Background: an optimization exercise with open tools, aiming at small area. Do not read the settings as production practice.
At most, simulation tests tie the RTL to the original design; equivalence was not proved.
The RTL of run 3 was laid out without a check of its function.
No activity file was given, so power comes from the tool's default toggle rates.

<file path="flow/config.mk">
export PLATFORM = sky130hd
export DESIGN_NAME = video
export DESIGN_NICKNAME = video
export VERILOG_FILES = /design/flow/design.v
export SDC_FILE = /design/flow/constraint.sdc
export NUM_CORES = 4
export LEC_CHECK = 0
export ABC_AREA = 1
export CAP_MARGIN = 20
export CORE_MARGIN = 2
export CORE_UTILIZATION = 40
export CTS_BUF_LIST = sky130_fd_sc_hd__clkbuf_4
export CTS_CLUSTER_DIAMETER = 15
export CTS_CLUSTER_SIZE = 6
export SLEW_MARGIN = 20
export SYNTH_MEMORY_MAX_BITS = 65536
</file>
<file path="flow/constraint.sdc">
create_clock -name core_clock -period 10.0 [get_ports {clock}]
set_input_delay 2.0000 -clock core_clock [delete_from_list [all_inputs] [get_ports {clock}]]
set_output_delay 2.0000 -clock core_clock [all_outputs]
set_load 0.01 [all_outputs]
</file>
<file path="flow/design.v">
module glyph_rom(input [5:0] g, input [3:0] row, input [2:0] col, output q);
    reg [7:0] pat;
    always @(*) begin
        case ({g, row})
            10'd2: pat = 8'b00111100;
            10'd3: pat = 8'b01000010;
            10'd4: pat = 8'b01000010;
            10'd5: pat = 8'b01000110;
            10'd6: pat = 8'b01001010;
            10'd7: pat = 8'b01010010;
            10'd8: pat = 8'b01100010;
            10'd9: pat = 8'b01000010;
            10'd10: pat = 8'b01000010;
            10'd11: pat = 8'b01000010;
            10'd12: pat = 8'b00111100;
            10'd18: pat = 8'b00011000;
            10'd19: pat = 8'b00101000;
            10'd20: pat = 8'b00001000;
            10'd21: pat = 8'b00001000;
            10'd22: pat = 8'b00001000;
            10'd23: pat = 8'b00001000;
            10'd24: pat = 8'b00001000;
            10'd25: pat = 8'b00001000;
            10'd26: pat = 8'b00001000;
            10'd27: pat = 8'b00001000;
            10'd28: pat = 8'b00111110;
            10'd34: pat = 8'b00111100;
            10'd35: pat = 8'b01000010;
            10'd36: pat = 8'b00000010;
            10'd37: pat = 8'b00000010;
            10'd38: pat = 8'b00000010;
            10'd39: pat = 8'b00000010;
            10'd40: pat = 8'b00111100;
            10'd41: pat = 8'b01000000;
            10'd42: pat = 8'b01000000;
            10'd43: pat = 8'b01000000;
            10'd44: pat = 8'b01111110;
            10'd50: pat = 8'b00111100;
            10'd51: pat = 8'b01000010;
            10'd52: pat = 8'b00000010;
            10'd53: pat = 8'b00000010;
            10'd54: pat = 8'b00001100;
            10'd55: pat = 8'b00000010;
            10'd56: pat = 8'b00000010;
            10'd57: pat = 8'b00000010;
            10'd58: pat = 8'b00000010;
            10'd59: pat = 8'b01000010;
            10'd60: pat = 8'b00111100;
            10'd66: pat = 8'b00001000;
            10'd67: pat = 8'b00001000;
            10'd68: pat = 8'b00011000;
            10'd69: pat = 8'b00011000;
            10'd70: pat = 8'b00101000;
            10'd71: pat = 8'b00101000;
            10'd72: pat = 8'b01001000;
            10'd73: pat = 8'b01001000;
            10'd74: pat = 8'b01111110;
            10'd75: pat = 8'b00001000;
            10'd76: pat = 8'b00001000;
            10'd82: pat = 8'b01111110;
            10'd83: pat = 8'b01000000;
            10'd84: pat = 8'b01000000;
            10'd85: pat = 8'b01000000;
            10'd86: pat = 8'b01111100;
            10'd87: pat = 8'b00000010;
            10'd88: pat = 8'b00000010;
            10'd89: pat = 8'b00000010;
            10'd90: pat = 8'b00000010;
            10'd91: pat = 8'b01000010;
            10'd92: pat = 8'b00111100;
            10'd98: pat = 8'b00111100;
            10'd99: pat = 8'b01000000;
            10'd100: pat = 8'b01000000;
            10'd101: pat = 8'b01000000;
            10'd102: pat = 8'b01111100;
            10'd103: pat = 8'b01000010;
            10'd104: pat = 8'b01000010;
            10'd105: pat = 8'b01000010;
            10'd106: pat = 8'b01000010;
            10'd107: pat = 8'b01000010;
            10'd108: pat = 8'b00111100;
            10'd114: pat = 8'b01111110;
            10'd115: pat = 8'b00000010;
            10'd116: pat = 8'b00000010;
            10'd117: pat = 8'b00000100;
            10'd118: pat = 8'b00000100;
            10'd119: pat = 8'b00001000;
            10'd120: pat = 8'b00001000;
            10'd121: pat = 8'b00010000;
            10'd122: pat = 8'b00010000;
            10'd123: pat = 8'b00010000;
            10'd124: pat = 8'b00010000;
            10'd130: pat = 8'b00111100;
            10'd131: pat = 8'b01000010;
            10'd132: pat = 8'b01000010;
            10'd133: pat = 8'b01000010;
            10'd134: pat = 8'b00111100;
            10'd135: pat = 8'b01000010;
            10'd136: pat = 8'b01000010;
            10'd137: pat = 8'b01000010;
            10'd138: pat = 8'b01000010;
            10'd139: pat = 8'b01000010;
            10'd140: pat = 8'b00111100;
            10'd146: pat = 8'b00111100;
            10'd147: pat = 8'b01000010;
            10'd148: pat = 8'b01000010;
            10'd149: pat = 8'b01000010;
            10'd150: pat = 8'b01000010;
            10'd151: pat = 8'b01000010;
            10'd152: pat = 8'b00111110;
            10'd153: pat = 8'b00000010;
            10'd154: pat = 8'b00000010;
            10'd155: pat = 8'b00000010;
            10'd156: pat = 8'b00111100;
            10'd162: pat = 8'b01000000;
            10'd163: pat = 8'b01000000;
            10'd164: pat = 8'b01000000;
            10'd165: pat = 8'b01000000;
            10'd166: pat = 8'b01000000;
            10'd167: pat = 8'b01000000;
            10'd168: pat = 8'b01000000;
            10'd169: pat = 8'b01000000;
            10'd170: pat = 8'b01000000;
            10'd171: pat = 8'b01000000;
            10'd172: pat = 8'b01111110;
            10'd181: pat = 8'b00111000;
            10'd182: pat = 8'b00000100;
            10'd183: pat = 8'b00000100;
            10'd184: pat = 8'b00111100;
            10'd185: pat = 8'b01000100;
            10'd186: pat = 8'b01000100;
            10'd187: pat = 8'b01000100;
            10'd188: pat = 8'b00111100;
            10'd197: pat = 8'b00111100;
            10'd198: pat = 8'b01000100;
            10'd199: pat = 8'b01000100;
            10'd200: pat = 8'b01000100;
            10'd201: pat = 8'b01000100;
            10'd202: pat = 8'b01000100;
            10'd203: pat = 8'b01000100;
            10'd204: pat = 8'b00111100;
            10'd205: pat = 8'b00000100;
            10'd206: pat = 8'b00000100;
            10'd207: pat = 8'b00111000;
            10'd306: pat = 8'b00010000;
            10'd309: pat = 8'b00110000;
            10'd310: pat = 8'b00010000;
            10'd311: pat = 8'b00010000;
            10'd312: pat = 8'b00010000;
            10'd313: pat = 8'b00010000;
            10'd314: pat = 8'b00010000;
            10'd315: pat = 8'b00010000;
            10'd316: pat = 8'b00111000;
            10'd245: pat = 8'b01111000;
            10'd246: pat = 8'b01000100;
            10'd247: pat = 8'b01000100;
            10'd248: pat = 8'b01000100;
            10'd249: pat = 8'b01000100;
            10'd250: pat = 8'b01000100;
            10'd251: pat = 8'b01000100;
            10'd252: pat = 8'b01000100;
            10'd565: pat = 8'b01101000;
            10'd566: pat = 8'b01010100;
            10'd567: pat = 8'b01010100;
            10'd568: pat = 8'b01010100;
            10'd569: pat = 8'b01010100;
            10'd570: pat = 8'b01010100;
            10'd571: pat = 8'b01010100;
            10'd572: pat = 8'b01010100;
            10'd277: pat = 8'b00111000;
            10'd278: pat = 8'b01000000;
            10'd279: pat = 8'b01000000;
            10'd280: pat = 8'b00111000;
            10'd281: pat = 8'b00000100;
            10'd282: pat = 8'b00000100;
            10'd283: pat = 8'b00000100;
            10'd284: pat = 8'b01111000;
            10'd294: pat = 8'b00010000;
            10'd300: pat = 8'b00010000;
            10'd469: pat = 8'b00011100;
            10'd470: pat = 8'b00100000;
            10'd471: pat = 8'b00100000;
            10'd472: pat = 8'b00100000;
            10'd473: pat = 8'b00100000;
            10'd474: pat = 8'b00100000;
            10'd475: pat = 8'b00100000;
            10'd476: pat = 8'b00011100;
            10'd325: pat = 8'b01000100;
            10'd326: pat = 8'b01000100;
            10'd327: pat = 8'b01000100;
            10'd328: pat = 8'b01000100;
            10'd329: pat = 8'b01000100;
            10'd330: pat = 8'b01000100;
            10'd331: pat = 8'b01000100;
            10'd332: pat = 8'b00111000;
            10'd341: pat = 8'b00011100;
            10'd342: pat = 8'b00100000;
            10'd343: pat = 8'b00100000;
            10'd344: pat = 8'b00100000;
            10'd345: pat = 8'b00100000;
            10'd346: pat = 8'b00100000;
            10'd347: pat = 8'b00100000;
            10'd348: pat = 8'b00100000;
            10'd229: pat = 8'b00111000;
            10'd230: pat = 8'b01000100;
            10'd231: pat = 8'b01000100;
            10'd232: pat = 8'b01111000;
            10'd233: pat = 8'b01000000;
            10'd234: pat = 8'b01000000;
            10'd235: pat = 8'b01000000;
            10'd236: pat = 8'b00111100;
            10'd370: pat = 8'b00010000;
            10'd371: pat = 8'b00010000;
            10'd372: pat = 8'b00010000;
            10'd373: pat = 8'b00111000;
            10'd374: pat = 8'b00010000;
            10'd375: pat = 8'b00010000;
            10'd376: pat = 8'b00010000;
            10'd377: pat = 8'b00010000;
            10'd378: pat = 8'b00010000;
            10'd379: pat = 8'b00010000;
            10'd380: pat = 8'b00001100;
            10'd391: pat = 8'b00111110;
            10'd412: pat = 8'b00010000;
            10'd419: pat = 8'b00000010;
            10'd420: pat = 8'b00000010;
            10'd421: pat = 8'b00000100;
            10'd422: pat = 8'b00000100;
            10'd423: pat = 8'b00001000;
            10'd424: pat = 8'b00001000;
            10'd425: pat = 8'b00010000;
            10'd426: pat = 8'b00010000;
            10'd427: pat = 8'b00100000;
            10'd428: pat = 8'b00100000;
            10'd501: pat = 8'b01000100;
            10'd502: pat = 8'b00101000;
            10'd503: pat = 8'b00101000;
            10'd504: pat = 8'b00010000;
            10'd505: pat = 8'b00010000;
            10'd506: pat = 8'b00101000;
            10'd507: pat = 8'b00101000;
            10'd508: pat = 8'b01000100;
            10'd453: pat = 8'b01000100;
            10'd454: pat = 8'b01000100;
            10'd455: pat = 8'b01000100;
            10'd456: pat = 8'b01000100;
            10'd457: pat = 8'b00101000;
            10'd458: pat = 8'b00101000;
            10'd459: pat = 8'b00010000;
            10'd460: pat = 8'b00010000;
            10'd354: pat = 8'b11111110;
            10'd355: pat = 8'b00010000;
            10'd356: pat = 8'b00010000;
            10'd357: pat = 8'b00010000;
            10'd358: pat = 8'b00010000;
            10'd359: pat = 8'b00010000;
            10'd360: pat = 8'b00010000;
            10'd361: pat = 8'b00010000;
            10'd362: pat = 8'b00010000;
            10'd363: pat = 8'b00010000;
            10'd364: pat = 8'b00010000;
            10'd482: pat = 8'b00111100;
            10'd483: pat = 8'b01000010;
            10'd484: pat = 8'b01000000;
            10'd485: pat = 8'b01000000;
            10'd486: pat = 8'b00111100;
            10'd487: pat = 8'b00000010;
            10'd488: pat = 8'b00000010;
            10'd489: pat = 8'b00000010;
            10'd490: pat = 8'b00000010;
            10'd491: pat = 8'b01000010;
            10'd492: pat = 8'b00111100;
            10'd946: pat = 8'b00010000;
            10'd947: pat = 8'b00010000;
            10'd948: pat = 8'b00010000;
            10'd949: pat = 8'b00010000;
            10'd950: pat = 8'b00010000;
            10'd951: pat = 8'b00010000;
            10'd952: pat = 8'b00010000;
            10'd953: pat = 8'b00010000;
            10'd954: pat = 8'b00010000;
            10'd955: pat = 8'b00010000;
            10'd956: pat = 8'b00001100;
            10'd514: pat = 8'b01000000;
            10'd515: pat = 8'b01000000;
            10'd516: pat = 8'b01000000;
            10'd517: pat = 8'b01111000;
            10'd518: pat = 8'b01000100;
            10'd519: pat = 8'b01000100;
            10'd520: pat = 8'b01000100;
            10'd521: pat = 8'b01000100;
            10'd522: pat = 8'b01000100;
            10'd523: pat = 8'b01000100;
            10'd524: pat = 8'b01000100;
            10'd533: pat = 8'b01111000;
            10'd534: pat = 8'b01000100;
            10'd535: pat = 8'b01000100;
            10'd536: pat = 8'b01000100;
            10'd537: pat = 8'b01000100;
            10'd538: pat = 8'b01000100;
            10'd539: pat = 8'b01000100;
            10'd540: pat = 8'b01111000;
            10'd541: pat = 8'b01000000;
            10'd542: pat = 8'b01000000;
            10'd543: pat = 8'b01000000;
            default: pat = 8'd0;
        endcase
    end
    assign q = pat[7 - col];
endmodule
module text_string(input res, input m480, input m720, input inter, input [1:0] line, input [4:0] ch, output reg [5:0] g);
    always @(*) begin
        g = 6'd13;
        if (res) begin
            case ({m480, m720, inter, ch})
                8'd0: g = 6'd22;
                8'd1: g = 6'd19;
                8'd2: g = 6'd35;
                8'd3: g = 6'd14;
                8'd5: g = 6'd30;
                8'd6: g = 6'd59;
                8'd7: g = 6'd14;
                8'd8: g = 6'd20;
                8'd9: g = 6'd23;
                8'd10: g = 6'd32;
                8'd12: g = 6'd1;
                8'd13: g = 6'd0;
                8'd14: g = 6'd8;
                8'd15: g = 6'd0;
                8'd16: g = 6'd33;
                8'd32: g = 6'd22;
                8'd33: g = 6'd19;
                8'd34: g = 6'd35;
                8'd35: g = 6'd14;
                8'd37: g = 6'd30;
                8'd38: g = 6'd59;
                8'd39: g = 6'd14;
                8'd40: g = 6'd20;
                8'd41: g = 6'd23;
                8'd42: g = 6'd32;
                8'd44: g = 6'd1;
                8'd45: g = 6'd0;
                8'd46: g = 6'd8;
                8'd47: g = 6'd0;
                8'd48: g = 6'd19;
                8'd64: g = 6'd22;
                8'd65: g = 6'd19;
                8'd66: g = 6'd35;
                8'd67: g = 6'd14;
                8'd69: g = 6'd30;
                8'd70: g = 6'd59;
                8'd71: g = 6'd14;
                8'd72: g = 6'd20;
                8'd73: g = 6'd23;
                8'd74: g = 6'd32;
                8'd77: g = 6'd7;
                8'd78: g = 6'd2;
                8'd79: g = 6'd0;
                8'd80: g = 6'd33;
                8'd128: g = 6'd22;
                8'd129: g = 6'd19;
                8'd130: g = 6'd35;
                8'd131: g = 6'd14;
                8'd133: g = 6'd30;
                8'd134: g = 6'd59;
                8'd135: g = 6'd14;
                8'd136: g = 6'd20;
                8'd137: g = 6'd23;
                8'd138: g = 6'd32;
                8'd141: g = 6'd4;
                8'd142: g = 6'd8;
                8'd143: g = 6'd0;
                8'd144: g = 6'd33;
                8'd160: g = 6'd22;
                8'd161: g = 6'd19;
                8'd162: g = 6'd35;
                8'd163: g = 6'd14;
                8'd165: g = 6'd30;
                8'd166: g = 6'd59;
                8'd167: g = 6'd14;
                8'd168: g = 6'd20;
                8'd169: g = 6'd23;
                8'd170: g = 6'd32;
                8'd173: g = 6'd4;
                8'd174: g = 6'd8;
                8'd175: g = 6'd0;
                8'd176: g = 6'd19;
            endcase
        end else begin
            case ({line, ch})
                7'd0: g = 6'd10;
                7'd1: g = 6'd11;
                7'd2: g = 6'd12;
                7'd4: g = 6'd19;
                7'd5: g = 6'd15;
                7'd7: g = 6'd35;
                7'd8: g = 6'd17;
                7'd9: g = 6'd18;
                7'd32: g = 6'd29;
                7'd33: g = 6'd20;
                7'd34: g = 6'd21;
                7'd35: g = 6'd21;
                7'd36: g = 6'd14;
                7'd37: g = 6'd15;
                7'd38: g = 6'd23;
                7'd39: g = 6'd18;
                7'd41: g = 6'd24;
                7'd42: g = 6'd24;
                7'd43: g = 6'd24;
                7'd44: g = 6'd25;
                7'd45: g = 6'd24;
                7'd46: g = 6'd24;
                7'd64: g = 6'd35;
                7'd65: g = 6'd19;
                7'd66: g = 6'd15;
                7'd67: g = 6'd26;
                7'd68: g = 6'd35;
                7'd69: g = 6'd11;
                7'd70: g = 6'd31;
                7'd71: g = 6'd18;
                7'd73: g = 6'd24;
                7'd74: g = 6'd24;
                7'd75: g = 6'd24;
                7'd76: g = 6'd25;
                7'd77: g = 6'd24;
                7'd78: g = 6'd24;
                7'd80: g = 6'd26;
                7'd82: g = 6'd24;
                7'd83: g = 6'd24;
                7'd84: g = 6'd24;
                7'd85: g = 6'd25;
                7'd86: g = 6'd24;
                7'd87: g = 6'd24;
                7'd96: g = 6'd11;
                7'd97: g = 6'd28;
                7'd98: g = 6'd14;
                7'd99: g = 6'd21;
                7'd100: g = 6'd11;
                7'd101: g = 6'd12;
                7'd102: g = 6'd14;
                7'd103: g = 6'd18;
                7'd105: g = 6'd24;
                7'd106: g = 6'd24;
                7'd107: g = 6'd24;
                7'd108: g = 6'd25;
                7'd109: g = 6'd24;
                7'd110: g = 6'd24;
            endcase
        end
    end
endmodule
module video(
    input clock,
    input reset,
    input [7:0] config_data,
    input [79:0] bcdcount,
    output [7:0] red,
    output [7:0] green,
    output [7:0] blue,
    output de,
    output hsync,
    output vsync,
    output starttrigger
);
    wire c_i1080 = config_data == 8'h03;
    wire c_p720  = config_data == 8'h04;
    wire c_p480  = config_data == 8'h08;
    wire c_i480  = config_data == 8'h09;
    wire c_p1080 = ~(c_i1080 | c_p720 | c_p480 | c_i480);
    wire i1080 = c_i1080, p720 = c_p720, p480 = c_p480, i480 = c_i480;
    wire p1080 = ~(i1080 | p720 | p480 | i480);
    wire m480 = p480 | i480;
    wire inter = i1080 | i480;
    wire hrd = i1080 | p720 | i480;
    wire vld1 = p480;
    wire vld2 = p1080 | p720;
    reg [11:0] H;
    reg [10:0] V;
    reg st;
    reg [4:0] fc;
    reg nf;
    wire [10:0] Hhi = H[11:1];
    wire [8:0] Vhi = V[10:2];
    wire [1:0] Vlo = V[1:0];
    wire hlast = (p1080 & (H_s == 12'sh506)) | (i1080 & (H_s == 12'sh507)) | (p720 & (H_s == 12'sh3b5)) | (p480 & (H_s == 12'sh406)) | (i480 & (H_s == 12'sh40d));
    wire vlast = (p1080 & (V_s == 11'sh3c3)) | (i1080 & (st ? (V_s == 11'sh3c2) : (V_s == 11'sh3c2))) | (p720 & (V_s == 11'sh298)) | (p480 & (V_s == 11'sh36c)) | (i480 & (st ? (V_s == 11'sh368) : (V_s == 11'sh368)));
    reg [11:0] h_first;
    always @(*) begin
        if (p1080) h_first = 12'd3184;
        else if (i1080) h_first = 12'd3184;
        else if (p720) h_first = 12'd3396;
        else if (p480) h_first = 12'd3412;
        else if (i480) h_first = 12'd3418;
        else h_first = 12'bx;
    end
    reg [10:0] v_first;
    always @(*) begin
        if (p1080) v_first = 11'd1887;
        else if (i1080) v_first = st ? 11'd1888 : 11'd1886;
        else if (p720) v_first = 11'd1963;
        else if (p480) v_first = 11'd1876;
        else if (i480) v_first = st ? 11'd1876 : 11'd1872;
        else v_first = 11'bx;
    end
    reg [11:0] h_reset;
    always @(*) begin
        if (c_p1080) h_reset = 12'd1286;
        else if (c_i1080) h_reset = 12'd1287;
        else if (c_p720) h_reset = 12'd949;
        else if (c_p480) h_reset = 12'd1030;
        else if (c_i480) h_reset = 12'd1037;
        else h_reset = 12'bx;
    end
    reg [10:0] v_reset;
    always @(*) begin
        if (c_p1080) v_reset = 11'd963;
        else if (c_i1080) v_reset = 11'd962;
        else if (c_p720) v_reset = 11'd664;
        else if (c_p480) v_reset = 11'd876;
        else if (c_i480) v_reset = 11'd872;
        else v_reset = 11'bx;
    end
    wire [11:0] Hn = hlast ? h_first : {Hhi + (hrd ? H[0] : 1'b1), hrd & ~H[0]};
    wire [10:0] HhiN = Hn[11:1];
    wire signed [11:0] H_s = H;
    wire signed [11:0] Hn_s = Hn;
    wire signed [10:0] V_s = V;
    wire vcarry = i480 | (p480 & Vlo[0]) | (i1080 & Vlo[1]) | (vld2 & (&Vlo));
    wire [1:0] vlo_inc = i1080 ? {~Vlo[1], 1'b0} : p480 ? {1'b0, ~Vlo[0]} : Vlo + 1'b1;
    always @(posedge clock) begin
        if (reset) begin
            H <= h_reset;
            V <= v_reset;
            st <= 1'b1;
        end else if (hlast) begin
            H <= Hn;
            if (vlast) begin
                V <= v_first;
                st <= ~st;
            end else begin
                V <= {Vhi + vcarry, vcarry ? 2'b00 : vlo_inc};
            end
        end else begin
            H <= Hn;
        end
    end
    wire fstart_h = (p1080 & (H_s == 12'shd30)) | (i1080 & (H_s == 12'shd30)) | (p720 & (H_s == 12'she48)) | (p480 & (H_s == 12'she48)) | (i480 & (H_s == 12'she48));
    wire fstart_v = (p1080 & (V_s == 11'sh788)) | (i1080 & (V_s == 11'sh788)) | (p720 & (V_s == 11'sh7c4)) | (p480 & (V_s == 11'sh79c)) | (i480 & (V_s == 11'sh79c));
    wire field_start = fstart_h & fstart_v;
    always @(posedge clock) begin
        if (reset) begin
            fc <= 0;
            nf <= 1'b0;
        end else if (field_start) begin
            fc <= (fc == (nf ? 5'd23 : 5'd24)) ? 5'd0 : fc + 1'b1;
            if (fc == 5'd24) nf <= 1'b1;
        end
    end
    assign starttrigger = field_start && fc == 0;
    wire df = fc != 0 && fc <= 15;
    wire pol = ~m480;
    wire hs_act = (p1080 & (H_s < 12'shc9c)) | (i1080 & (H_s < 12'shc9c)) | (p720 & (H_s < 12'shd6c)) | (p480 & (H_s < 12'shdd0)) | (i480 & (H_s < 12'shdd6));
    assign hsync = hs_act ? pol : ~pol;
    wire vrow0 = (p1080 & (V_s == 11'sh75f)) | (i1080 & (st ? (V_s == 11'sh75e) : (V_s == 11'sh760))) | (p720 & (V_s == 11'sh7ab)) | (p480 & (V_s == 11'sh754)) | (i480 & (st ? (V_s == 11'sh750) : (V_s == 11'sh754)));
    wire vrows = (p1080 & (V_s < 11'sh764)) | (i1080 & (st ? (V_s < 11'sh768) : (V_s < 11'sh76a))) | (p720 & (V_s < 11'sh7b0)) | (p480 & (V_s < 11'sh760)) | (i480 & (st ? (V_s < 11'sh75c) : (V_s < 11'sh760)));
    wire vrowe = (p1080 & (V_s == 11'sh764)) | (i1080 & (st ? (V_s == 11'sh768) : (V_s == 11'sh76a))) | (p720 & (V_s == 11'sh7b0)) | (p480 & (V_s == 11'sh760)) | (i480 & (st ? (V_s == 11'sh75c) : (V_s == 11'sh760)));
    wire hoff = (p1080 & (H_s < 12'shc70)) | (i1080 & (H_s < 12'shbc)) | (p720 & (H_s < 12'shd44)) | (p480 & (H_s < 12'shd54)) | (i480 & (H_s < 12'shb4));
    wire vs_act = (st & inter) ? ((vrow0 & ~hoff) | (vrows & ~vrow0) | (vrowe & hoff)) : vrows;
    assign vsync = vs_act ? pol : ~pol;
    wire de_h0 = (p1080 & (H_s >= 12'shd30)) | (i1080 & (H_s >= 12'shd30)) | (p720 & (H_s >= 12'she48)) | (p480 & (H_s >= 12'she48)) | (i480 & (H_s >= 12'she48));
    wire de_h1 = (p1080 & (H_s < 12'sh4b0)) | (i1080 & (H_s < 12'sh4b0)) | (p720 & (H_s < 12'sh348)) | (p480 & (H_s < 12'sh3e8)) | (i480 & (H_s < 12'sh3e8));
    wire de_v0 = (p1080 & (V_s >= 11'sh788)) | (i1080 & (V_s >= 11'sh788)) | (p720 & (V_s >= 11'sh7c4)) | (p480 & (V_s >= 11'sh79c)) | (i480 & (V_s >= 11'sh79c));
    wire de_v1 = (p1080 & (V_s < 11'sh3c0)) | (i1080 & (V_s < 11'sh3c0)) | (p720 & (V_s < 11'sh294)) | (p480 & (V_s < 11'sh35c)) | (i480 & (V_s < 11'sh35c));
    assign de = de_h0 & de_h1 & de_v0 & de_v1;
    wire bx0 = (p1080 & (Hn_s >= 12'shda8)) | (i1080 & (Hn_s >= 12'shda8)) | (p720 & (Hn_s >= 12'she98)) | (p480 & (Hn_s >= 12'she98)) | (i480 & (Hn_s >= 12'she98));
    wire bx1 = (p1080 & (Hn_s < 12'shf88)) | (i1080 & (Hn_s < 12'shf88)) | (p720 & (Hn_s < 12'shfd8)) | (p480 & (Hn_s < 12'shfd8)) | (i480 & (Hn_s < 12'shfd8));
    wire by1 = (p1080 & (V_s < 11'sh7e2)) | (i1080 & (V_s < 11'sh7e2)) | (p720 & (V_s < 11'sh0)) | (p480 & (V_s < 11'sh7ec)) | (i480 & (V_s < 11'sh7ec));
    wire by2 = (p1080 & (V_s < 11'sh177)) | (i1080 & (V_s < 11'sh176)) | (p720 & (V_s < 11'sh10e)) | (p480 & (V_s < 11'sh154)) | (i480 & (V_s < 11'sh154));
    wire by3 = (p1080 & (V_s < 11'sh1d1)) | (i1080 & (V_s < 11'sh1d0)) | (p720 & (V_s < 11'sh14a)) | (p480 & (V_s < 11'sh1a4)) | (i480 & (V_s < 11'sh1a4));
    wire by4 = (p1080 & (V_s < 11'sh366)) | (i1080 & (V_s < 11'sh366)) | (p720 & (V_s < 11'sh258)) | (p480 & (V_s < 11'sh30c)) | (i480 & (V_s < 11'sh30c));
    wire box = df & bx0 & bx1 & (by1 | (~by2 & by3) | ~by4);
    wire res_v = (p1080 & (V_s < 11'sh7a8)) | (i1080 & (V_s < 11'sh7a8)) | (p720 & (V_s < 11'sh7e4)) | (p480 & (V_s < 11'sh7bc)) | (i480 & (V_s < 11'sh7dc));
    wire res_h = (p1080 & (Hn_s >= 12'sh3a0)) | (i1080 & (Hn_s >= 12'sh3a0)) | (p720 & (Hn_s >= 12'sh238)) | (p480 & (Hn_s >= 12'sh2d8)) | (i480 & (Hn_s >= 12'sh2d8));
    wire res_area = res_v & res_h;
    reg [7:0] d2;
    always @(*) begin
        if (p1080) d2 = 8'd208;
        else if (i1080) d2 = 8'd208;
        else if (p720) d2 = 8'd28;
        else if (p480) d2 = 8'd108;
        else if (i480) d2 = 8'd108;
        else d2 = 8'bx;
    end
    wire [7:0] rcol = HhiN[7:0] - d2;
    reg [3:0] rrow_c;
    always @(*) begin
        if (p1080) rrow_c = 4'd12;
        else if (i1080) rrow_c = 4'd12;
        else if (p720) rrow_c = 4'd14;
        else if (p480) rrow_c = 4'd2;
        else if (i480) rrow_c = 4'd9;
        else rrow_c = 4'bx;
    end
    wire [3:0] rrow_b = i480 ? Vhi[3:0] : {Vhi[2:0], p480 ? Vlo[0] : Vlo[1]};
    wire [3:0] rrow = rrow_b + rrow_c;
    wire [1:0] line = Vhi[5:4];
    wire [4:0] ch = HhiN[8:4];
    wire lag_area = Vhi[8:6] == 3'd0 && HhiN[10:9] == 2'd0 && !(HhiN[8] & HhiN[7]);
    wire [3:0] drawn;
    assign drawn[0] = ~&{bcdcount[3], bcdcount[0], bcdcount[7], bcdcount[4], bcdcount[11], bcdcount[8], bcdcount[15], bcdcount[12], bcdcount[19], bcdcount[16]};
    assign drawn[1] = ~&{bcdcount[23], bcdcount[20], bcdcount[27], bcdcount[24], bcdcount[31], bcdcount[28], bcdcount[35], bcdcount[32], bcdcount[39], bcdcount[36]};
    assign drawn[2] = |bcdcount[59:40];
    assign drawn[3] = ~&{bcdcount[63], bcdcount[60], bcdcount[67], bcdcount[64], bcdcount[71], bcdcount[68], bcdcount[75], bcdcount[72], bcdcount[79], bcdcount[76]};
    wire [19:0] sel;
    assign sel[0] = drawn[0] & line == 2'd1 & ch == 5'd9;
    assign sel[1] = drawn[0] & line == 2'd1 & ch == 5'd10;
    assign sel[2] = drawn[0] & line == 2'd1 & ch == 5'd11;
    assign sel[3] = drawn[0] & line == 2'd1 & ch == 5'd13;
    assign sel[4] = drawn[0] & line == 2'd1 & ch == 5'd14;
    assign sel[5] = drawn[1] & line == 2'd2 & ch == 5'd9;
    assign sel[6] = drawn[1] & line == 2'd2 & ch == 5'd10;
    assign sel[7] = drawn[1] & line == 2'd2 & ch == 5'd11;
    assign sel[8] = drawn[1] & line == 2'd2 & ch == 5'd13;
    assign sel[9] = drawn[1] & line == 2'd2 & ch == 5'd14;
    assign sel[10] = drawn[2] & line == 2'd2 & ch == 5'd18;
    assign sel[11] = drawn[2] & line == 2'd2 & ch == 5'd19;
    assign sel[12] = drawn[2] & line == 2'd2 & ch == 5'd20;
    assign sel[13] = drawn[2] & line == 2'd2 & ch == 5'd22;
    assign sel[14] = drawn[2] & line == 2'd2 & ch == 5'd23;
    assign sel[15] = drawn[3] & line == 2'd3 & ch == 5'd9;
    assign sel[16] = drawn[3] & line == 2'd3 & ch == 5'd10;
    assign sel[17] = drawn[3] & line == 2'd3 & ch == 5'd11;
    assign sel[18] = drawn[3] & line == 2'd3 & ch == 5'd13;
    assign sel[19] = drawn[3] & line == 2'd3 & ch == 5'd14;
    wire slot = |sel;
    reg [3:0] digit;
    always @(*) begin
        digit = 4'd0;
        digit = digit | ({4{sel[0]}} & bcdcount[19:16]);
        digit = digit | ({4{sel[1]}} & bcdcount[15:12]);
        digit = digit | ({4{sel[2]}} & bcdcount[11:8]);
        digit = digit | ({4{sel[3]}} & bcdcount[7:4]);
        digit = digit | ({4{sel[4]}} & bcdcount[3:0]);
        digit = digit | ({4{sel[5]}} & bcdcount[39:36]);
        digit = digit | ({4{sel[6]}} & bcdcount[35:32]);
        digit = digit | ({4{sel[7]}} & bcdcount[31:28]);
        digit = digit | ({4{sel[8]}} & bcdcount[27:24]);
        digit = digit | ({4{sel[9]}} & bcdcount[23:20]);
        digit = digit | ({4{sel[10]}} & bcdcount[59:56]);
        digit = digit | ({4{sel[11]}} & bcdcount[55:52]);
        digit = digit | ({4{sel[12]}} & bcdcount[51:48]);
        digit = digit | ({4{sel[13]}} & bcdcount[47:44]);
        digit = digit | ({4{sel[14]}} & bcdcount[43:40]);
        digit = digit | ({4{sel[15]}} & bcdcount[79:76]);
        digit = digit | ({4{sel[16]}} & bcdcount[75:72]);
        digit = digit | ({4{sel[17]}} & bcdcount[71:68]);
        digit = digit | ({4{sel[18]}} & bcdcount[67:64]);
        digit = digit | ({4{sel[19]}} & bcdcount[63:60]);
    end
    wire [5:0] scode;
    text_string text_string(.res(res_area), .m480(m480), .m720(p720), .inter(inter), .line(line), .ch(res_area ? rcol[7:3] : ch), .g(scode));
    wire [5:0] code = (!res_area && slot) ? {2'b00, digit} : scode;
    wire text_bit;
    glyph_rom glyph_rom(.g(code), .row(res_area ? rrow : Vhi[3:0]), .col(res_area ? rcol[2:0] : HhiN[3:1]), .q(text_bit));
    reg pixel;
    always @(posedge clock) pixel <= box | ((res_area | lag_area) & text_bit);
    assign red = {8{pixel}};
    assign green = {8{pixel}};
    assign blue = {8{pixel}};
endmodule
</file>
<file path="flow/flow/run.sh">
#!/bin/bash
# Layout flow: the standard synthesis; then ABC re-maps the combinational
# logic between the registers (the registers are kept as they are: same
# instances, names and cells) and yosys proves the new netlist equivalent to
# the standard one (if either step fails, the standard netlist is used);
# then the standard layout steps, with the port buffers made of
# sky130_fd_sc_hd__buf_1. Each tool's output goes to a log file here.
set -uo pipefail
R=$PWD/orfs/results/sky130hd/video/base
bash standard.sh $R/1_2_yosys.v > 1_standard_synth.log 2>&1 || exit 1
cp $R/1_2_yosys.v std_synth.v
if yosys -c flow/resyn.tcl > 2_resyn.log 2>&1 && yosys -c flow/equiv.tcl > 3_equiv.log 2>&1; then
  cp resyn.v $R/1_2_yosys.v
  echo "using the re-mapped netlist" > 3_netlist_choice.log
else
  echo "using the standard netlist" > 3_netlist_choice.log
fi
bash standard.sh "BUFFER_PORTS_ARGS=-buffer_cell sky130_fd_sc_hd__buf_1" finish > 4_standard_layout.log 2>&1
</file>
<file path="flow/flow/equiv.tcl">
# Prove the re-mapped netlist equivalent to the standard one: registers are
# paired by name, internal nets are not used as cut points.
yosys -import
set lib $::env(FLOW_HOME)/platforms/sky130hd/lib/sky130_fd_sc_hd__tt_025C_1v80.lib
yosys read_liberty -ignore_miss_func $lib
yosys read_verilog std_synth.v
yosys rename video gold
yosys read_verilog resyn.v
yosys rename video gate
yosys hierarchy -check
yosys rename -hide gold/w:_*_ gate/w:_*_ gold/c:_*_ gate/c:_*_
yosys flatten gold gate
yosys opt_clean
yosys equiv_make gold gate equiv
yosys hierarchy -top equiv
yosys equiv_simple
yosys equiv_status -assert
</file>
<file path="flow/flow/resyn.tcl">
# Re-map the combinational logic of the standard synthesis netlist with ABC.
yosys -import
set lib $::env(FLOW_HOME)/platforms/sky130hd/lib/sky130_fd_sc_hd__tt_025C_1v80.lib
yosys read_liberty -ignore_miss_func $lib
yosys read_verilog std_synth.v
yosys hierarchy -top video
# registers stay the cells the standard synthesis made
yosys setattr -mod -set blackbox 1 sky130_fd_sc_hd__*df* sky130_fd_sc_hd__*dl*
yosys flatten
yosys opt_clean
yosys abc -liberty $lib -dont_use *lpflow* -dont_use *probe* -script "+strash;&get,-n;&deepsyn,-T,60;&st;&dch,-f;&nf,-R,5000,-C,32,-F,20,-A,20;&st;&dch,-f;&nf,-R,5000,-C,32,-F,20,-A,20;&st;&dch,-f;&nf,-R,5000,-C,32,-F,20,-A,20;&st;&dch,-f;&nf,-R,5000,-C,32,-F,20,-A,20;&st;&dch,-f;&nf,-R,5000,-C,32,-F,20,-A,20;&put"
yosys opt_clean -purge
yosys hilomap -singleton -hicell sky130_fd_sc_hd__conb_1 HI -locell sky130_fd_sc_hd__conb_1 LO
yosys splitnets
yosys opt_clean -purge
yosys insbuf -buf sky130_fd_sc_hd__buf_1 A X
yosys select video
yosys write_verilog -noattr -nohex -nodec -selected resyn.v
yosys stat -liberty $lib
</file>
<file path="flow/standard.sh">
#!/bin/bash
# synth_recipe.tcl (not shown) runs the flow's synth.tcl, then flattens the netlist and writes it again
# the make line also repeats each setting of config.mk as NAME=value (left out here)
make -C /OpenROAD-flow-scripts/flow DESIGN_CONFIG=/design/flow/config.mk WORK_HOME=/design/flow/orfs CLKGATE_MAP_FILE= SYNTH_SCRIPT=/design/flow/synth_recipe.tcl "${@:-finish}"
</file>
==> results of run 1 <==
state kept, by name (all words and copies together), names as in the netlist:
name and count:
H 12, V 11, fc 5, nf 1, pixel 1, st 1
layout by cell type (no fill, tap or decap), types with 5 or more instances in the layout:
cell type / count
and2_0: 7
buf_4: 47
nor4_1: 13
clkbuf_4: 7
o22ai_1: 9
or2_0: 7
a2111oi_0: 9
xor2_1: 6
o311ai_0: 5
nand2_1: 123
nor2_1: 111
a222oi_1: 10
o21ai_0: 72
nand3_1: 37
o211ai_1: 9
or3_1: 8
a221o_1: 5
a221oi_1: 15
nand4_1: 15
nor3_1: 33
dfxtp_1: 20
clkinv_1: 31
nand2b_1: 11
a21oi_1: 67
and3_1: 9
nor2_2: 6
xnor2_1: 10
nor2b_1: 5
a22oi_1: 18
o21a_1: 7
edfxtp_1: 11
a311oi_1: 5
a21boi_0: 5
a31oi_1: 30
buf_1: 117
a211oi_1: 13
worst max-delay path: cells and delay by family:
family,cells,cell delay [ns]
AO/OA/AOI/OAI,15,3.02
buffers and inverters,5,0.61
AND/OR/NAND/NOR,23,4.10
routing by layer:
layer | part of all wire (%) | up-vias | GRT usage, %
li1 | - | 3542 | -
met1 | 42 | 3494 | 48.64
met2 | 44 | 556 | 54.79
met3 | 11 | 69 | 6.488
met4 | 3.1 | 0 | 11.22
met5 | 0 | - | 0
per-stage QoR:
step | util (%) | power, uW | TNS, ns | hold slack (ns) | setup WS [ns]
after detailed placement | 48.33 | 1134 | 0 | 0.4900 | 0.02155
after global routing | 49.09 | 1355 | -0.006017 | 0.5552 | -0.006017
after CTS | 48.79 | 1218 | 0 | 0.5141 | 0.3840
after floorplan | - | 791.5 | 0 | 0.4632 | 0.008563
final | 49.09 | 1262 | 0 | 0.5070 | 0.5625
after global placement | 48.33 | 1172 | 0 | 0.4844 | 0.1737
area by class of cell:
class                   instances  area, sq um  area share (%)
inverters                      32        120.1           1.947
well taps                     172        215.2           3.488
repair buffers                164        792.0           12.84
flip-flops and latches         31        730.7           11.84
multi-input cells             747         4254           68.95
clock inverters                 1        5.005         0.08112
clock buffers                   7        52.55          0.8518
power by group through the flow:
stage               clock [uW]  combinational [uW]  sequential (uW)
global placement             0                 987              184
floorplan                    0                 619              173
global route              90.3                1080              187
finish                    82.1                 997              183
detailed placement           0                 950              184
CTS                       83.0                 954              181
worst min path at each step:
stage | startpoint | to | slack [ns] | cells past startpoint
2_1_floorplan | nf | nf | 0.46 | 1
6_report | nf | nf | 0.51 | 1
5_1_grt | nf | nf | 0.56 | 1
3_3_place_gp | nf | nf | 0.48 | 1
3_5_place_dp | nf | nf | 0.49 | 1
4_1_cts | nf | nf | 0.51 | 1
repair_timing:
item | CTS | global route
setup buffers | 0 | 0
setup endpoints to repair | 0 | 1
gates resized for setup | 0 | 20
==> reports/results.tsv, run 1 <==
stage	metric	value	unit
outcome	status	finished clean	
sta	fmax	106.0	MHz
final_layout	fin_nets	1071	
floorplan	fp.dieH	117.2	um
setup_path	critical_path_class	primary input to flip-flop	
cts	htreeDepth	2	
drt	vias	7661	
cts	cts_root_buffer	clkbuf_4	
cts	cts_made_buffers	5	
setup_path	cp.arrival	9.76	ns
sta	maxSlewViolCount	0	
floorplan	die_w	117.2	um
setup_path	cp_max_fo	9	
logic_synthesis	synth_cells	834	
drt	drt_iter0_drc	985	
power_and_ir_drop	p_leak	0.002053	uW
place	placed_cells	1146	
worst_hold_path	holdCritPathClass	flip-flop to flip-flop	
setup_path	end_kind	flip-flop	
floorplan	num_rows	41	
power_and_ir_drop	p_sw_share	58.91	%
cts	cts_buffer_depth	2	
place	portBuffers	117	
global_routing	grt_usage	35.01	%
drt	post_drt_wl_per_cell	20.89	um
power_and_ir_drop	p_comb_share	79.0	%
global_routing	grt_pass1_wl	37810	um
power_and_ir_drop	pwr-share-clk	6.5	%
logic_synthesis	mappedNetlistArea	0.005129	sq mm
setup_path	start_kind	primary input	
cts	cts_tree	done	
power_and_ir_drop	power_switching	743.4	uW
sta	hold_violations	0	
final_layout	fillers	1386	
logic_synthesis	ys.warnings.count	3	
drt	ant_nets	0	
setup_path	cp_slowest_cell	or4_4	
place	place_hpwl	18840	um
power_and_ir_drop	p_seq_share	14.5	%
sta	max_slew_margin	36.10	%
setup_path	crit_end	pixel	
final_layout	stdcell_area	0.006170	sq mm
global_routing	first_global_vias	6917	
global_routing	antenna_found_initial	0	
setup_path	worstReg2RegEnd	pixel	
setup_path	ff2ff_setup_slack	2.13	ns
final_layout	syn2layout_area_growth	20.30	%
sta	setup_viol	0	
setup_path	critical_path.startpoint	config_data[6]	
cts	clk_latency	0.37	ns
sta	finalClockSkew	0.02389	ns
sta	finalCritPeriodShare	94.37	%
drt	wl	24100	um
cts	clk_pin_slew	0.12	ns
drt	dr.pass1.iters	6	
logic_synthesis	syn_avg_cell_area	6.149	sq um
floorplan	start_util	40.81	%
logic_synthesis	syn_nets	924	
setup_path	r2r_cells	40	
final_layout	fin_cells	1154	
final_layout	n_antenna_cell	0	
flow_run	max_cap_viol_count	0	
power_and_ir_drop	ir_drop	0.00009512	V
power_and_ir_drop	internal-power	518.6	uW
place	gp_congestion	1.094	
drt	viasPerCell	6.639	
sta	period_needed	9.437	ns
place	place_area	0.006075	sq mm
cts	cts.sink_count	31	
final_layout	drive_gt1_share	7.434	%
sta	tightest_slew	0.9486	ns
cts	ctsHoldBuffers	0	
drt	drc	0	
setup_path	required	10.32	ns
power_and_ir_drop	p_per_area	204.5	mW/mm^2
setup_path	crit_path_max_incr_delay	0.57	ns
setup_path	reg2reg_from	H[6]	
global_routing	grt_max_degree	27	
floorplan	io_pins	118	
global_routing	grt.overflow.total	0	
floorplan	core	0.01257	sq mm
floorplan	die_area	0.01374	sq mm
==> run 2: changes to the inputs <==
--- a/flow/flow/resyn.tcl
+++ b/flow/flow/resyn.tcl
@@ -10,3 +10,3 @@
 yosys opt_clean
-yosys abc -liberty $lib -dont_use *lpflow* -dont_use *probe* -script "+strash;&get,-n;&deepsyn,-T,60;&st;&dch,-f;&nf,-R,5000,-C,32,-F,20,-A,20;&st;&dch,-f;&nf,-R,5000,-C,32,-F,20,-A,20;&st;&dch,-f;&nf,-R,5000,-C,32,-F,20,-A,20;&st;&dch,-f;&nf,-R,5000,-C,32,-F,20,-A,20;&st;&dch,-f;&nf,-R,5000,-C,32,-F,20,-A,20;&put"
+yosys abc -liberty $lib -dont_use *lpflow* -dont_use *probe* -script "+strash;&get,-n;&deepsyn,-T,60;&st;&dch,-f;&nf,-R,5000,-C,32,-F,20,-A,20;&st;&dch,-f;&nf,-R,5000,-C,32,-F,20,-A,20;&st;&dch,-f;&nf,-R,5000,-C,32,-F,20,-A,20;&deepsyn,-T,60;&st;&dch,-f;&nf,-R,5000,-C,32,-F,20,-A,20;&st;&dch,-f;&nf,-R,5000,-C,32,-F,20,-A,20;&st;&dch,-f;&nf,-R,5000,-C,32,-F,20,-A,20;&put"
 yosys opt_clean -purge
--- a/flow/config.mk
+++ b/flow/config.mk
@@ -11,5 +11,3 @@
 export CORE_UTILIZATION = 40
-export CTS_BUF_LIST = sky130_fd_sc_hd__clkbuf_4
-export CTS_CLUSTER_DIAMETER = 15
-export CTS_CLUSTER_SIZE = 6
+export CTS_BUF_LIST = sky130_fd_sc_hd__clkbuf_4 sky130_fd_sc_hd__clkbuf_8
 export SLEW_MARGIN = 20
==> run 2 against run 1 <==
  * Still clean on timing, DRC and antenna
  * Flip-flop and latch count stayed put
  * Routed wire length down 6.8%
  * Total power decreased by 0.89%
  * Global-route usage shrank 3.6 points
  * Clock power up 34%
  * Count of clock-buffer cells in the layout shrank 1
  * Critical path depth down 1
  * Register-to-register slack gained 0.14 ns
  * Die area shrank 0.71%
  * Critical endpoint unchanged
  * Largest cell class unchanged
  * Largest power group unchanged
==> reports/results.tsv, run 2 <==
stage	metric	value	unit
drt	post_drt_wl_per_cell	19.85	um
setup_path	cp.arrival	9.54	ns
setup_path	crit_path_max_incr_delay	0.57	ns
global_routing	grt_pass1_wl	34340	um
logic_synthesis	ys.warnings.count	3	
sta	fmax	106.7	MHz
logic_synthesis	syn_nets	914	
place	portBuffers	117	
drt	wl	22470	um
setup_path	cp_slowest_cell	or4_4	
floorplan	fp.dieH	116.8	um
final_layout	final_common_cell	nand2_1	
power_and_ir_drop	power	1251	uW
setup_path	cp_max_fo	11	
final_layout	regArea	730.7	sq um
sta	finalClockSkew	0.01466	ns
logic_synthesis	mappedNetlistArea	0.005091	sq mm
cts	cts_root_buffer	clkbuf_8	
power_and_ir_drop	ir_drop	0.0001151	V
setup_path	required	10.17	ns
global_routing	first_global_vias	6525	
setup_path	end_kind	flip-flop	
cts	clk_pin_slew	0.07	ns
power_and_ir_drop	p_leak	0.002070	uW
setup_path	critical_path.startpoint	config_data[6]	
drt	vias	7581	
sta	setup_viol	0	
global_routing	antenna_found_initial	0	
drt	drc	0	
drt	viasPerCell	6.697	
final_layout	largest_register_ffs	12	
worst_hold_path	holdCritPathClass	flip-flop to flip-flop	
cts	cts_tree	done	
final_layout	fin_nets	1049	
setup_path	start_kind	primary input	
floorplan	num_rows	41	
global_routing	grt_usage	31.44	%
sta	finalCritPeriodShare	93.73	%
place	gp_congestion	1.055	
final_layout	drive_gt1_share	5.417	%
setup_path	worstReg2RegEnd	pixel	
floorplan	io_pins	118	
sta	max_slew_margin	42.92	%
place	place_hpwl	17070	um
floorplan	die_area	0.01365	sq mm
sta	hold_violations	0	
power_and_ir_drop	p_per_area	205.9	mW/mm^2
logic_synthesis	synth_cells	824	
global_routing	grt.overflow.total	0	
sta	period_needed	9.373	ns
sta	maxSlewViolCount	0	
sta	tightest_slew	0.8522	ns
drt	dr.pass1.iters	8	
drt	drt_iter0_drc	1054	
floorplan	die_w	116.8	um
final_layout	n_antenna_cell	0	
floorplan	start_util	40.67	%
cts	cts_made_buffers	5	
final_layout	regMostFlops	H	
final_layout	multi_input_area	0.004257	sq mm
setup_path	reg2reg_from	H[7]	
final_layout	fillers	1335	
cts	htreeDepth	2	
global_routing	grt_max_degree	25	
cts	cts_buffer_depth	2	
final_layout	syn2layout_area_growth	19.29	%
sta	fin_setup_tns	0	ns
final_layout	final_cell_mix	nand2_1 (119), buf_1 (117), nor2_1 (112), a21oi_1 (76), o21ai_0 (73)	
outcome	status	finished clean	
final_layout	top_regs	H x12, V x11, fc x5	
setup_path	r2r_cells	36	
setup_path	ff2ff_setup_slack	2.27	ns
drt	ant_nets	0	
setup_path	critical_path_class	primary input to flip-flop	
logic_synthesis	syn_avg_cell_area	6.179	sq um
floorplan	core	0.01252	sq mm
cts	cts.sink_count	31	
setup_path	crit_end	pixel	
flow_run	max_cap_viol_count	0	
cts	clk_latency	0.30	ns
[run 2: changes by cell type in the layout (fill, tap and decap cells not counted), sizes merged, moves of 8 or more]
cell,delta
nand2b,+8
a22oi,-14
nor2b,+9
a21oi,+8
clkinv,-12
nor3,+12
buf,-12
a31oi,-10
[run 2: worst min path at each step]
| stage | start | to | cells past startpoint |
|---|---|---|---|
| floorplan | nf | nf | 2 |
| global placement | nf | nf | 2 |
| detailed placement | nf | nf | 2 |
| CTS | nf | nf | 2 |
| global route | nf | nf | 2 |
| finish | nf | nf | 2 |
[run 2: area by class of cell]
cell class	instances	area share, %
sequential	31	12.03
multi-input combinational	749	70.09
inverter	20	1.236
clock inverter	2	0.1854
clock buffer	6	1.360
tap	172	3.543
timing repair buffer	152	11.56
[run 2: where the power goes]
group          switching (uW)  total (uW)  internal, uW
clock network            55.4         110          55.0
registers                41.2         186           144
logic                     620         955           335
[run 2: critical path: cells and delay by family]
family | cells | cell delay [ns]
buffers and inverters | 3 | 0.50
and+or+nand+nor | 22 | 3.57
AOI/OAI and AO/OA | 15 | 2.99
muxes | 1 | 0.28
xor gates and xnor gates | 1 | 0.19
[run 2: timing repair]
action / CTS / global route
endpoints found under the setup margin: 0 / 1
buffers inserted: 0 / 2
hold buffers: 0 / 0
resized for setup: 0 / 11
[run 2: per-layer routing]
metal / GRT usage, % / routed length [um] / vias up
li1: - / - / 3473
met1: 42.19 / 8971 / 3375
met2: 49.98 / 9804 / 608
met3: 4.686 / 2577 / 125
met4: 14.27 / 1119 / 0
met5: 0 / 0 / -
[run 2: through the flow]
step | util, % | instance area [sq um] | hold slack (ns) | worst slack [ns] | instances
finish | 48.52 | 6073 | 0.4927 | 0.6268 | 1132
global route | 48.52 | 6073 | 0.5180 | -0.002629 | 1132
CTS | 48.13 | 6025 | 0.4916 | 0.4832 | 1130
detailed placement | 47.38 | 5931 | 0.4728 | 0.2232 | 1122
global placement | 47.38 | 5931 | 0.4717 | 0.3575 | 1122
floorplan | - | 5119 | 0.4456 | 0.06747 | 824
==> run 3: changes to the inputs <==
--- a/flow/design.v
+++ b/flow/design.v
@@ -125,10 +125,10 @@
             10'd172: pat = 8'b01111110;
-            10'd181: pat = 8'b00111000;
-            10'd182: pat = 8'b00000100;
-            10'd183: pat = 8'b00000100;
-            10'd184: pat = 8'b00111100;
-            10'd185: pat = 8'b01000100;
-            10'd186: pat = 8'b01000100;
-            10'd187: pat = 8'b01000100;
-            10'd188: pat = 8'b00111100;
+            10'd309: pat = 8'b00111000;
+            10'd310: pat = 8'b00000100;
+            10'd311: pat = 8'b00000100;
+            10'd312: pat = 8'b00111100;
+            10'd313: pat = 8'b01000100;
+            10'd314: pat = 8'b01000100;
+            10'd315: pat = 8'b01000100;
+            10'd316: pat = 8'b00111100;
             10'd197: pat = 8'b00111100;
@@ -144,11 +144,11 @@
             10'd207: pat = 8'b00111000;
-            10'd306: pat = 8'b00010000;
-            10'd309: pat = 8'b00110000;
-            10'd310: pat = 8'b00010000;
-            10'd311: pat = 8'b00010000;
-            10'd312: pat = 8'b00010000;
-            10'd313: pat = 8'b00010000;
-            10'd314: pat = 8'b00010000;
-            10'd315: pat = 8'b00010000;
-            10'd316: pat = 8'b00111000;
+            10'd178: pat = 8'b00010000;
+            10'd181: pat = 8'b00110000;
+            10'd182: pat = 8'b00010000;
+            10'd183: pat = 8'b00010000;
+            10'd184: pat = 8'b00010000;
+            10'd185: pat = 8'b00010000;
+            10'd186: pat = 8'b00010000;
+            10'd187: pat = 8'b00010000;
+            10'd188: pat = 8'b00111000;
             10'd245: pat = 8'b01111000;
@@ -161,10 +161,10 @@
             10'd252: pat = 8'b01000100;
-            10'd565: pat = 8'b01101000;
-            10'd566: pat = 8'b01010100;
-            10'd567: pat = 8'b01010100;
-            10'd568: pat = 8'b01010100;
-            10'd569: pat = 8'b01010100;
-            10'd570: pat = 8'b01010100;
-            10'd571: pat = 8'b01010100;
-            10'd572: pat = 8'b01010100;
+            10'd517: pat = 8'b01101000;
+            10'd518: pat = 8'b01010100;
+            10'd519: pat = 8'b01010100;
+            10'd520: pat = 8'b01010100;
+            10'd521: pat = 8'b01010100;
+            10'd522: pat = 8'b01010100;
+            10'd523: pat = 8'b01010100;
+            10'd524: pat = 8'b01010100;
             10'd277: pat = 8'b00111000;
@@ -187,10 +187,10 @@
             10'd476: pat = 8'b00011100;
-            10'd325: pat = 8'b01000100;
-            10'd326: pat = 8'b01000100;
-            10'd327: pat = 8'b01000100;
-            10'd328: pat = 8'b01000100;
-            10'd329: pat = 8'b01000100;
-            10'd330: pat = 8'b01000100;
-            10'd331: pat = 8'b01000100;
-            10'd332: pat = 8'b00111000;
+            10'd453: pat = 8'b01000100;
+            10'd454: pat = 8'b01000100;
+            10'd455: pat = 8'b01000100;
+            10'd456: pat = 8'b01000100;
+            10'd457: pat = 8'b01000100;
+            10'd458: pat = 8'b01000100;
+            10'd459: pat = 8'b01000100;
+            10'd460: pat = 8'b00111000;
             10'd341: pat = 8'b00011100;
@@ -242,10 +242,10 @@
             10'd508: pat = 8'b01000100;
-            10'd453: pat = 8'b01000100;
-            10'd454: pat = 8'b01000100;
-            10'd455: pat = 8'b01000100;
-            10'd456: pat = 8'b01000100;
-            10'd457: pat = 8'b00101000;
-            10'd458: pat = 8'b00101000;
-            10'd459: pat = 8'b00010000;
-            10'd460: pat = 8'b00010000;
+            10'd485: pat = 8'b01000100;
+            10'd486: pat = 8'b01000100;
+            10'd487: pat = 8'b01000100;
+            10'd488: pat = 8'b01000100;
+            10'd489: pat = 8'b00101000;
+            10'd490: pat = 8'b00101000;
+            10'd491: pat = 8'b00010000;
+            10'd492: pat = 8'b00010000;
             10'd354: pat = 8'b11111110;
@@ -261,13 +261,13 @@
             10'd364: pat = 8'b00010000;
-            10'd482: pat = 8'b00111100;
-            10'd483: pat = 8'b01000010;
-            10'd484: pat = 8'b01000000;
-            10'd485: pat = 8'b01000000;
-            10'd486: pat = 8'b00111100;
-            10'd487: pat = 8'b00000010;
-            10'd488: pat = 8'b00000010;
-            10'd489: pat = 8'b00000010;
-            10'd490: pat = 8'b00000010;
-            10'd491: pat = 8'b01000010;
-            10'd492: pat = 8'b00111100;
+            10'd322: pat = 8'b00111100;
+            10'd323: pat = 8'b01000010;
+            10'd324: pat = 8'b01000000;
+            10'd325: pat = 8'b01000000;
+            10'd326: pat = 8'b00111100;
+            10'd327: pat = 8'b00000010;
+            10'd328: pat = 8'b00000010;
+            10'd329: pat = 8'b00000010;
+            10'd330: pat = 8'b00000010;
+            10'd331: pat = 8'b01000010;
+            10'd332: pat = 8'b00111100;
             10'd946: pat = 8'b00010000;
@@ -283,24 +283,24 @@
             10'd956: pat = 8'b00001100;
-            10'd514: pat = 8'b01000000;
-            10'd515: pat = 8'b01000000;
-            10'd516: pat = 8'b01000000;
-            10'd517: pat = 8'b01111000;
-            10'd518: pat = 8'b01000100;
-            10'd519: pat = 8'b01000100;
-            10'd520: pat = 8'b01000100;
-            10'd521: pat = 8'b01000100;
-            10'd522: pat = 8'b01000100;
-            10'd523: pat = 8'b01000100;
-            10'd524: pat = 8'b01000100;
-            10'd533: pat = 8'b01111000;
-            10'd534: pat = 8'b01000100;
-            10'd535: pat = 8'b01000100;
-            10'd536: pat = 8'b01000100;
-            10'd537: pat = 8'b01000100;
-            10'd538: pat = 8'b01000100;
-            10'd539: pat = 8'b01000100;
-            10'd540: pat = 8'b01111000;
-            10'd541: pat = 8'b01000000;
-            10'd542: pat = 8'b01000000;
-            10'd543: pat = 8'b01000000;
+            10'd562: pat = 8'b01000000;
+            10'd563: pat = 8'b01000000;
+            10'd564: pat = 8'b01000000;
+            10'd565: pat = 8'b01111000;
+            10'd566: pat = 8'b01000100;
+            10'd567: pat = 8'b01000100;
+            10'd568: pat = 8'b01000100;
+            10'd569: pat = 8'b01000100;
+            10'd570: pat = 8'b01000100;
+            10'd571: pat = 8'b01000100;
+            10'd572: pat = 8'b01000100;
+            10'd213: pat = 8'b01111000;
+            10'd214: pat = 8'b01000100;
+            10'd215: pat = 8'b01000100;
+            10'd216: pat = 8'b01000100;
+            10'd217: pat = 8'b01000100;
+            10'd218: pat = 8'b01000100;
+            10'd219: pat = 8'b01000100;
+            10'd220: pat = 8'b01111000;
+            10'd221: pat = 8'b01000000;
+            10'd222: pat = 8'b01000000;
+            10'd223: pat = 8'b01000000;
             default: pat = 8'd0;
@@ -312,3 +312,3 @@
     always @(*) begin
-        g = 6'd13;
+        g = 6'd33;
         if (res) begin
@@ -316,11 +316,11 @@
                 8'd0: g = 6'd22;
-                8'd1: g = 6'd19;
-                8'd2: g = 6'd35;
+                8'd1: g = 6'd11;
+                8'd2: g = 6'd32;
                 8'd3: g = 6'd14;
-                8'd5: g = 6'd30;
+                8'd5: g = 6'd20;
                 8'd6: g = 6'd59;
                 8'd7: g = 6'd14;
-                8'd8: g = 6'd20;
+                8'd8: g = 6'd28;
                 8'd9: g = 6'd23;
-                8'd10: g = 6'd32;
+                8'd10: g = 6'd35;
                 8'd12: g = 6'd1;
@@ -329,13 +329,13 @@
                 8'd15: g = 6'd0;
-                8'd16: g = 6'd33;
+                8'd16: g = 6'd13;
                 8'd32: g = 6'd22;
-                8'd33: g = 6'd19;
-                8'd34: g = 6'd35;
+                8'd33: g = 6'd11;
+                8'd34: g = 6'd32;
                 8'd35: g = 6'd14;
-                8'd37: g = 6'd30;
+                8'd37: g = 6'd20;
                 8'd38: g = 6'd59;
                 8'd39: g = 6'd14;
-                8'd40: g = 6'd20;
+                8'd40: g = 6'd28;
                 8'd41: g = 6'd23;
-                8'd42: g = 6'd32;
+                8'd42: g = 6'd35;
                 8'd44: g = 6'd1;
@@ -344,13 +344,13 @@
                 8'd47: g = 6'd0;
-                8'd48: g = 6'd19;
+                8'd48: g = 6'd11;
                 8'd64: g = 6'd22;
-                8'd65: g = 6'd19;
-                8'd66: g = 6'd35;
+                8'd65: g = 6'd11;
+                8'd66: g = 6'd32;
                 8'd67: g = 6'd14;
-                8'd69: g = 6'd30;
+                8'd69: g = 6'd20;
                 8'd70: g = 6'd59;
                 8'd71: g = 6'd14;
-                8'd72: g = 6'd20;
+                8'd72: g = 6'd28;
                 8'd73: g = 6'd23;
-                8'd74: g = 6'd32;
+                8'd74: g = 6'd35;
                 8'd77: g = 6'd7;
@@ -358,13 +358,13 @@
                 8'd79: g = 6'd0;
-                8'd80: g = 6'd33;
+                8'd80: g = 6'd13;
                 8'd128: g = 6'd22;
-                8'd129: g = 6'd19;
-                8'd130: g = 6'd35;
+                8'd129: g = 6'd11;
+                8'd130: g = 6'd32;
                 8'd131: g = 6'd14;
-                8'd133: g = 6'd30;
+                8'd133: g = 6'd20;
                 8'd134: g = 6'd59;
                 8'd135: g = 6'd14;
-                8'd136: g = 6'd20;
+                8'd136: g = 6'd28;
                 8'd137: g = 6'd23;
-                8'd138: g = 6'd32;
+                8'd138: g = 6'd35;
                 8'd141: g = 6'd4;
@@ -372,13 +372,13 @@
                 8'd143: g = 6'd0;
-                8'd144: g = 6'd33;
+                8'd144: g = 6'd13;
                 8'd160: g = 6'd22;
-                8'd161: g = 6'd19;
-                8'd162: g = 6'd35;
+                8'd161: g = 6'd11;
+                8'd162: g = 6'd32;
                 8'd163: g = 6'd14;
-                8'd165: g = 6'd30;
+                8'd165: g = 6'd20;
                 8'd166: g = 6'd59;
                 8'd167: g = 6'd14;
-                8'd168: g = 6'd20;
+                8'd168: g = 6'd28;
                 8'd169: g = 6'd23;
-                8'd170: g = 6'd32;
+                8'd170: g = 6'd35;
                 8'd173: g = 6'd4;
@@ -386,3 +386,3 @@
                 8'd175: g = 6'd0;
-                8'd176: g = 6'd19;
+                8'd176: g = 6'd11;
             endcase
@@ -391,7 +391,7 @@
                 7'd0: g = 6'd10;
-                7'd1: g = 6'd11;
+                7'd1: g = 6'd19;
                 7'd2: g = 6'd12;
-                7'd4: g = 6'd19;
+                7'd4: g = 6'd11;
                 7'd5: g = 6'd15;
-                7'd7: g = 6'd35;
+                7'd7: g = 6'd32;
                 7'd8: g = 6'd17;
@@ -399,3 +399,3 @@
                 7'd32: g = 6'd29;
-                7'd33: g = 6'd20;
+                7'd33: g = 6'd28;
                 7'd34: g = 6'd21;
@@ -412,8 +412,8 @@
                 7'd46: g = 6'd24;
-                7'd64: g = 6'd35;
-                7'd65: g = 6'd19;
+                7'd64: g = 6'd32;
+                7'd65: g = 6'd11;
                 7'd66: g = 6'd15;
                 7'd67: g = 6'd26;
-                7'd68: g = 6'd35;
-                7'd69: g = 6'd11;
+                7'd68: g = 6'd32;
+                7'd69: g = 6'd19;
                 7'd70: g = 6'd31;
@@ -433,7 +433,7 @@
                 7'd87: g = 6'd24;
-                7'd96: g = 6'd11;
-                7'd97: g = 6'd28;
+                7'd96: g = 6'd19;
+                7'd97: g = 6'd30;
                 7'd98: g = 6'd14;
                 7'd99: g = 6'd21;
-                7'd100: g = 6'd11;
+                7'd100: g = 6'd19;
                 7'd101: g = 6'd12;
--- a/flow/flow/resyn.tcl
+++ b/flow/flow/resyn.tcl
@@ -10,3 +10,3 @@
 yosys opt_clean
-yosys abc -liberty $lib -dont_use *lpflow* -dont_use *probe* -script "+strash;&get,-n;&deepsyn,-T,60;&st;&dch,-f;&nf,-R,5000,-C,32,-F,20,-A,20;&st;&dch,-f;&nf,-R,5000,-C,32,-F,20,-A,20;&st;&dch,-f;&nf,-R,5000,-C,32,-F,20,-A,20;&deepsyn,-T,60;&st;&dch,-f;&nf,-R,5000,-C,32,-F,20,-A,20;&st;&dch,-f;&nf,-R,5000,-C,32,-F,20,-A,20;&st;&dch,-f;&nf,-R,5000,-C,32,-F,20,-A,20;&put"
+yosys abc -liberty $lib -dont_use *lpflow* -dont_use *probe* -script "+strash;&get,-n;&deepsyn,-T,60;&st;&dch,-f;&nf,-R,5000,-C,32,-F,20,-A,20;&st;&dch,-f;&nf,-R,5000,-C,32,-F,20,-A,20;&st;&dch,-f;&nf,-R,5000,-C,32,-F,20,-A,20;&st;&dch,-f;&nf,-R,5000,-C,32,-F,20,-A,20;&st;&dch,-f;&nf,-R,5000,-C,32,-F,20,-A,20;&put"
 yosys opt_clean -purge
==> run 3 against run 2 <==
  * Die area grew 3.3%
  * Total power grew 33%
  * Sequential power grew 6%
  * Highest routed layer unchanged
  * Synthesized area grew 3.4%
  * Worst setup slack gained 0.055 ns
  * Critical path depth shrank 3
  * Still clean on timing, DRC and antenna
  * Global-route usage grew 2.2 points
  * Count of clock-buffer cells in the layout is the same
  * Final cell count grew 2.8%
  * Synthesized cell count grew 3.5%
  * Clock skew shrank 0.0076 ns
==> reports/results.tsv, run 3 <==
stage	metric	value	unit
outcome	status	finished clean	
drt	dr.pass1.iters	6	
setup_path	r2r_cells	37	
sta	hold_ws	0.5073	ns
setup_path	cp_slowest_cell	or4_1	
cts	htreeDepth	2	
place	place_hpwl	19000	um
sta	tightest_slew	1.055	ns
floorplan	die_w	118.7	um
global_routing	first_global_vias	7293	
global_routing	grt.overflow.total	0	
flow_run	max_cap_viol_count	0	
cts	clk_pin_slew	0.07	ns
final_layout	top_regs	H x12, V x11, fc x5	
power_and_ir_drop	p_leak	0.002107	uW
final_layout	final_common_cell	nand2_1	
worst_hold_path	min_delay_path_depth	2	
global_routing	antenna_found_initial	0	
final_layout	fin_util	49.62	%
cts	ctsHoldBuffers	0	
setup_path	crit_path_max_incr_delay	0.64	ns
drt	vias	7940	
drt	drc	0	
drt	drt_iter0_drc	1595	
sta	finalClockSkew	0.007074	ns
floorplan	fp.dieH	118.7	um
global_routing	grt_max_degree	31	
sta	fin_setup_tns	0	ns
final_layout	regMostFlops	H	
final_layout	largest_register_ffs	12	
setup_path	cp_common_cell	buf_4	
logic_synthesis	syn_nets	943	
logic_synthesis	mappedNetlistArea	0.005266	sq mm
final_layout	n_antenna_cell	0	
logic_synthesis	syn_avg_cell_area	6.174	sq um
cts	clk_latency	0.29	ns
sta	period_needed	9.318	ns
global_routing	grt_pass1_wl	38750	um
worst_hold_path	holdCritPathClass	flip-flop to flip-flop	
cts	cts_buffer_depth	2	
power_and_ir_drop	ir_drop	0.0001207	V
sta	rsz0062_at_grt	false	
floorplan	io_pins	118	
setup_path	end_kind	flip-flop	
place	portBuffers	117	
final_layout	final_cell_mix	nand2_1 (129), buf_1 (117), nor2_1 (113), a21oi_1 (81), o21ai_0 (69)	
sta	max_slew_margin	28.95	%
cts	cts.sink_count	31	
drt	ant_nets	0	
logic_synthesis	ys.warnings.count	3	
floorplan	core	0.01272	sq mm
drt	wl	24740	um
final_layout	fillers	1401	
power_and_ir_drop	power	1660	uW
setup_path	start_kind	primary input	
place	gp_congestion	1.008	
floorplan	num_rows	41	
setup_path	cp_max_fo	25	
sta	setup_viol	0	
drt	post_drt_wl_per_cell	21.26	um
floorplan	start_util	41.39	%
final_layout	drive_gt1_share	5.645	%
setup_path	critical_path_class	primary input to flip-flop	
setup_path	required	10.19	ns
drt	viasPerCell	6.821	
final_layout	syn2layout_area_growth	19.86	%
sta	finalCritPeriodShare	93.18	%
setup_path	cp.arrival	9.51	ns
power_and_ir_drop	p_per_area	262.9	mW/mm^2
sta	hold_violations	0	
cts	cts_root_buffer	clkbuf_8	
final_layout	fin_nets	1081	
global_routing	grt_usage	33.67	%
logic_synthesis	synth_cells	853	
cts	cts_tree	done	
cts	cts_made_buffers	5	
floorplan	die_area	0.01410	sq mm
sta	fmax	107.3	MHz
sta	maxSlewViolCount	0	
## run 3: timing repair
item	in CTS	in global routing
setup buffers	0	3
endpoints found under the setup margin	0	1
resized for setup	0	5
## run 3: path summary, 6_finish.rpt
path,slack (ns),startpoint,end
worst min register to register,0.51,nf,nf
worst max-delay path,0.68,config_data[6],pixel
worst max register to register,2.12,H[6],pixel
worst min-delay path,0.51,nf,nf
## run 3: final cells by class
class / instances / area [sq um] / share of cell area [%]
inverters: 27 / 101.3 / 1.606
well taps: 172 / 215.2 / 3.409
flip-flops and latches: 31 / 730.7 / 11.58
repair buffers: 155 / 724.4 / 11.48
clock buffers: 6 / 76.32 / 1.209
clock inverters: 2 / 60.06 / 0.9514
multi-input cells: 771 / 4404 / 69.77
## run 3: through the flow
step	worst slack [ns]	instances	cell area [sq um]
after floorplan	0.02873	853	5315
after global placement	0.3761	1153	6142
after detailed placement	0.4318	1153	6142
after CTS	0.6768	1161	6279
after global routing	0.01649	1164	6312
final	0.6815	1164	6312
## run 3: per-layer routing
metal,wire [um],part of all wire [%],up-vias,global-route usage (%)
met5,0,0,-,0
met4,907,3.7,0,13.02
met3,3036,12,100,4.923
met2,10890,44,692,52.73
met1,9903,40,3567,46.40
li1,-,-,3581,-
## run 3: power breakdown
group          total (uW)  internal [uW]  switching, uW
clock                 151            102           48.9
combinational        1310            439            871
sequential            198            148           49.8
total                1660            690            970
## run 3: critical path: cells and delay by family
kind	cells	cell delay, ns
buf+inv	9	1.82
mux	1	0.22
compound gates	16	2.90
simple gates	13	2.58

what the ideal ports hide:
In the flow no input, the clock included, has a driving cell. The finished layouts below were timed again as built, in two steps. Step 1 sets driving cells, clkbuf_16 on the clock port and buf_2 on the other inputs (assumed; they add their load-dependent delay and slew). Step 2, shift: input delay + t, output delay - t, t = (earliest + latest rising clock arrival at the registers) / 2. This alone moves slack from input paths to output paths. Three values: ideal ports, drivers, drivers and shift; two values: the first two.
| run | t, ns | setup WS [ns] | worst setup path at the end | worst data-port slew with drivers (ns) |
|---|---|---|---|---|
| run 1 | 0.380 | 0.563 / 0.567 / 0.187 | input to register | 0.04 |
| run 2 | 0.324 | 0.627 / 0.637 / 0.313 | input to register | 0.05 |
| run 3 | 0.315 | 0.682 / 0.689 / 0.374 | input to register | 0.04 |
After both steps every run listed still meets setup and hold. The setup slack of run 1, which loses most, moves by +0.004 ns with the drivers and by -0.376 ns with both steps.
